Source: an optimization exercise on an open RTL-to-GDS flow (aim: small area and a short achievable clock period). Production flows keep margins and buffers that such runs may drop. RTL that was checked went through simulation tests only; none was proved equivalent to the original. No driver is modelled on the clock port, so clocking that relies on it looks cheaper here than on a real chip.

Setup of harbor:
==> flow/design.v (excerpt) <==
module MultiTop(
    input             clk,
    input      [31:0] a,
    input      [31:0] b,
    output reg [31:0] prod
);
Size in the first run: roughly 96 flip-flops, about 97 I/O pins, roughly 12000 um2 of cells after synthesis.
==> module BENC, before the edit <==
module BENC(input b2, input b1, input b0, output onen, output twon, output neg);
    wire one, t;
    XOR2 xone(.a(b1), .b(b0), .y(one));
    INV ione(.a(one), .y(onen));
    XOR2 xt(.a(b2), .b(b1), .y(t));
    NAND2 ntwo(.a(t), .b(one), .y(twon));
    assign neg = b2 & ~(b1 & b0);
endmodule
==> module INV, before the edit <==
module INV(input a, output y);
    assign y = ~a;
endmodule
export LEC_CHECK = 0
export CAP_MARGIN = 20
export CORE_MARGIN = 2
export CORE_UTILIZATION = 40
export SLEW_MARGIN = 75
export SYNTH_HIERARCHICAL = 1
export SYNTH_MINIMUM_KEEP_SIZE = 0
create_clock -name core_clock -period 17.0 [get_ports {clk}]
run.sh (not shown) runs the stock make flow with config.mk's settings and CLKGATE_MAP_FILE= SYNTH_SCRIPT=/design/flow/synth_recipe.tcl, a recipe that flattens the netlist after the stock synthesis.
[inputs] ember vs harbor
--- a/flow/design.v
+++ b/flow/design.v
@@ -27,18 +27,14 @@
     assign s = a ^ b;
     assign co = a & b;
 endmodule
 module BENC(input b2, input b1, input b0, output onen, output twon, output neg);
-    wire one, t;
-    XOR2 xone(.a(b1), .b(b0), .y(one));
-    INV ione(.a(one), .y(onen));
+    wire t;
+    XNOR xone(.a(b1), .b(b0), .y(onen));
     XOR2 xt(.a(b2), .b(b1), .y(t));
-    NAND2 ntwo(.a(t), .b(one), .y(twon));
+    NAND2 ntwo(.a(t), .b(onen), .y(twon));
     assign neg = b2 & ~(b1 & b0);
 endmodule
-module INV(input a, output y);
-    assign y = ~a;
-endmodule
 module NAND2(input a, input b, output y);
     assign y = ~(a & b);
 endmodule
 module XOR2(input a, input b, output y);
### Flow results
harbor → ember: count of buffers from port buffering comparable, setup slack shows a reduction of 0.26 ns.
Cmp ember vs harbor: number of cells on the worst reg-to-reg path higher in ember
harbor was smaller in final cell area than ember.
Summary: register-to-register slack, ember worse than harbor
Critical path depth, ember and harbor: higher on ember
Diff ember and harbor: maximum clock frequency lower in ember
Synthesized cell count in ember is 15 lower than in harbor
~same clock-pin slew of the registers on the worst-case setup and hold paths in ember and harbor
Compared with harbor, in ember count of state elements after synthesis comparable, total instance count after detailed placement has increased, wire length of the first global-routing pass went down.
Function was not checked in any run of this note: the RTL went through the layout flow alone.


## garnet
MultiTop, a different RTL version from the one above (not shown whole).
Size in the first run: ~1,100 cells after synthesis, ~96 flip-flops, about 97 I/O pins, about 12,000 um^2 of cells after synthesis.
clock: 17.0 ns
lec_check: 0
cap_margin: 20
core_margin: 2
core_utilization: 40
slew_margin: 72
synth_hierarchical: 1
synth_minimum_keep_size: 0
standard.sh (not shown) runs the stock make flow with config.mk's settings and CLKGATE_MAP_FILE= SYNTH_SCRIPT=/design/flow/synth_recipe.tcl, a recipe that flattens the netlist after the stock synthesis.
==> flow/flow/run.sh <==
#!/bin/bash
# The standard layout (the standard.sh, standard synthesis included), with these changes:
# - buffer_ports puts buf_1 cells on the ports rather than clkdlybuf4s50_1 delay cells;
# - CTS runs without latency balancing between the two clock nets (-delay_buffer_derate 0
#   -no_insertion_delay), so that it keeps that skew rather than padding the other registers'
#   clock to match it.
# The make output goes to standard.log; ORFS keeps each step's own log under orfs/logs/.
set -euo pipefail
SKEW_CELLS="sky130_fd_sc_hd__clkdlybuf4s18_1" \
  bash standard.sh BUFFER_PORTS_ARGS="-buffer_cell sky130_fd_sc_hd__buf_1" \
    PRE_CTS_TCL="$(pwd)/flow/skew.tcl" \
    CTS_ARGS="-sink_clustering_enable -repair_clock_nets -delay_buffer_derate 0 -no_insertion_delay -buf_list sky130_fd_sc_hd__clkbuf_8" \
    finish > standard.log 2>&1
==> flow/flow/skew.tcl <==
set block [ord::get_db_block]
set db [ord::get_db]
set clk [$block findNet clk]
set cells [split $::env(SKEW_CELLS) ","]
set flops {}
set sx 0.0
set sy 0.0
foreach i [$block getInsts] {
  if {[string match "prod*" [$i getName]] && [string match "sky130_fd_sc_hd__df*" [[$i getMaster] getName]]} {
    lappend flops $i
    set bb [$i getBBox]
    set sx [expr {$sx + [$bb xMin]}]
    set sy [expr {$sy + [$bb yMin]}]
  }
}
set nf [llength $flops]
puts "skew: $nf product registers"
if {$nf != 32} { error "skew: expected 32 product registers, found $nf" }
set cx [expr {int($sx / $nf)}]
set cy [expr {int($sy / $nf)}]
set prev $clk
set k 0
foreach c $cells {
  set m [$db findMaster $c]
  if {$m eq "NULL" || $m eq ""} { error "skew: no master $c" }
  set inst [odb::dbInst_create $block $m skew_dly_$k]
  set net [odb::dbNet_create $block clk_prod_$k]
  $net setSigType CLOCK
  [$inst findITerm A] connect $prev
  [$inst findITerm X] connect $net
  $inst setLocation $cx $cy
  $inst setPlacementStatus PLACED
  set prev $net
  incr k
}
foreach i $flops {
  set it [$i findITerm CLK]
  $it disconnect
  $it connect $prev
}
puts "skew: product registers now clocked from [$prev getName] through $k cells"
detailed_placement
garnet went all the way through synthesis, placement and routing and the layout is clean on timing, DRC and antenna.
[inputs] raven vs garnet
--- a/flow/design.v
+++ b/flow/design.v
@@ -1080,46 +1080,44 @@
     HA hgp27(.a(w324), .b(w349), .s(p27), .co(g27));
     wire g28, p28;
     HA hgp28(.a(w350), .b(w375), .s(p28), .co(g28));
     wire g29, p29;
     HA hgp29(.a(w376), .b(w403), .s(p29), .co(g29));
     wire g30, p30;
     HA hgp30(.a(w404), .b(w431), .s(p30), .co(g30));
+    wire G8_7;
+    AOI21 gao8_7(.a1(p8), .a2(g7), .b1(g8), .y(G8_7));
+    wire P8_7;
+    NAND2 pnd8_7(.a(p8), .b(p7), .y(P8_7));
     wire G7_6;
     AOI21 gao7_6(.a1(p7), .a2(g6), .b1(g7), .y(G7_6));
-    wire G9_8;
-    AOI21 gao9_8(.a1(p9), .a2(g8), .b1(g9), .y(G9_8));
-    wire P9_8;
-    NAND2 pnd9_8(.a(p9), .b(p8), .y(P9_8));
-    wire G10_8;
-    wire inv_p10;
-    INV iinv_p10(.a(p10), .y(inv_p10));
-    wire inv_g10;
-    INV iinv_g10(.a(g10), .y(inv_g10));
-    OAI21 gao10_8(.a1(inv_p10), .a2(G9_8), .b1(inv_g10), .y(G10_8));
-    wire P10_8;
-    NOR2 pnd10_8(.a(inv_p10), .b(P9_8), .y(P10_8));
     wire G8_6;
-    wire inv_G7_6;
-    INV iinv_G7_6(.a(G7_6), .y(inv_G7_6));
-    AOI21 gao8_6(.a1(p8), .a2(inv_G7_6), .b1(g8), .y(G8_6));
+    wire inv_g6;
+    INV iinv_g6(.a(g6), .y(inv_g6));
+    OAI21 gao8_6(.a1(P8_7), .a2(inv_g6), .b1(G8_7), .y(G8_6));
+    wire G10_9;
+    AOI21 gao10_9(.a1(p10), .a2(g9), .b1(g10), .y(G10_9));
+    wire P10_9;
+    NAND2 pnd10_9(.a(p10), .b(p9), .y(P10_9));
     wire G9_6;
-    OAI21 gao9_6(.a1(P9_8), .a2(G7_6), .b1(G9_8), .y(G9_6));
+    AOI21 gao9_6(.a1(p9), .a2(G8_6), .b1(g9), .y(G9_6));
     wire G10_6;
-    AOI21 gao10_6(.a1(P10_8), .a2(inv_G7_6), .b1(G10_8), .y(G10_6));
+    wire inv_G8_6;
+    INV iinv_G8_6(.a(G8_6), .y(inv_G8_6));
+    OAI21 gao10_6(.a1(P10_9), .a2(inv_G8_6), .b1(G10_9), .y(G10_6));
     wire G12_11;
     AOI21 gao12_11(.a1(p12), .a2(g11), .b1(g12), .y(G12_11));
     wire P12_11;
     NAND2 pnd12_11(.a(p12), .b(p11), .y(P12_11));
     wire G11_6;
+    AOI21 gao11_6(.a1(p11), .a2(G10_6), .b1(g11), .y(G11_6));
+    wire G12_6;
     wire inv_G10_6;
     INV iinv_G10_6(.a(G10_6), .y(inv_G10_6));
-    AOI21 gao11_6(.a1(p11), .a2(inv_G10_6), .b1(g11), .y(G11_6));
-    wire G12_6;
-    OAI21 gao12_6(.a1(P12_11), .a2(G10_6), .b1(G12_11), .y(G12_6));
+    OAI21 gao12_6(.a1(P12_11), .a2(inv_G10_6), .b1(G12_11), .y(G12_6));
     wire G14_13;
     AOI21 gao14_13(.a1(p14), .a2(g13), .b1(g14), .y(G14_13));
     wire P14_13;
     NAND2 pnd14_13(.a(p14), .b(p13), .y(P14_13));
     wire G15_13;
     wire inv_p15;
     INV iinv_p15(.a(p15), .y(inv_p15));
@@ -1259,17 +1257,17 @@
     wire G29_6;
     OAI21 gao29_6(.a1(P29_24), .a2(inv_G23_6), .b1(G29_24), .y(G29_6));
     wire G30_6;
     OAI21 gao30_6(.a1(P30_24), .a2(inv_G23_6), .b1(G30_24), .y(G30_6));
     assign prod[6] = p6;
     XOR2 sx7(.a(p7), .b(g6), .y(prod[7]));
     XNOR sx8(.a(p8), .b(G7_6), .y(prod[8]));
-    XNOR sx9(.a(p9), .b(G8_6), .y(prod[9]));
-    XOR2 sx10(.a(p10), .b(G9_6), .y(prod[10]));
-    XNOR sx11(.a(p11), .b(G10_6), .y(prod[11]));
+    XOR2 sx9(.a(p9), .b(G8_6), .y(prod[9]));
+    XNOR sx10(.a(p10), .b(G9_6), .y(prod[10]));
+    XOR2 sx11(.a(p11), .b(G10_6), .y(prod[11]));
     XNOR sx12(.a(p12), .b(G11_6), .y(prod[12]));
     XOR2 sx13(.a(p13), .b(G12_6), .y(prod[13]));
     XNOR sx14(.a(p14), .b(G13_6), .y(prod[14]));
     XOR2 sx15(.a(p15), .b(G14_6), .y(prod[15]));
     XNOR sx16(.a(p16), .b(G15_6), .y(prod[16]));
     XNOR sx17(.a(p17), .b(G16_6), .y(prod[17]));
     XOR2 sx18(.a(p18), .b(G17_6), .y(prod[18]));
### Flow results
raven vs garnet on via count of the first global-routing pass: raven is the lower one. raven vs. garnet: worst setup slack went down by 0.029 ns; sum of routed wire length over all layers went down by 1000 um; final critical-path share of the clock period went up by 0.17 points.
The RTL of raven was laid out without a check of its function.

what the ideal ports hide:
The flow's constraints put no driver on any port. The routed layouts listed below were extracted and timed again, unchanged, in two steps. Step 1: set_driving_cell puts a clkbuf_16 on clk and a buf_2 on each other input, an assumption about the parent block. Step 2, shift: input delay + t, output delay - t, t = (earliest + latest rising clock arrival at the registers) / 2. This alone moves slack from input paths to output paths. a / b / c = ideal / step 1 / step 2; a / b = the first two.
| run | t (ns) | slack for setup (ns) | worst setup path at the end | latest minus earliest clock arrival (ns) | slew at the worst register clock pin (ns) |
|---|---|---|---|---|---|
| harbor | 0.426 | 11.395 / 11.395 / 11.395 | register to register | 0.010 / 0.009 | 0.08 / 0.08 |
| ember | 0.421 | 11.139 / 11.139 / 11.139 | register to register | 0.014 / 0.015 | 0.08 / 0.08 |
| garnet | 0.739 | 12.089 / 12.048 / 12.237 | register to register | 0.651 / 0.651 | 0.10 / 0.10 |
| raven | 0.737 | 12.061 / 12.057 / 12.061 | register to register | 0.643 / 0.643 | 0.10 / 0.10 |
Clock arrivals are far apart in garnet and raven, so t is only a midpoint there and step 2 fits no single register.
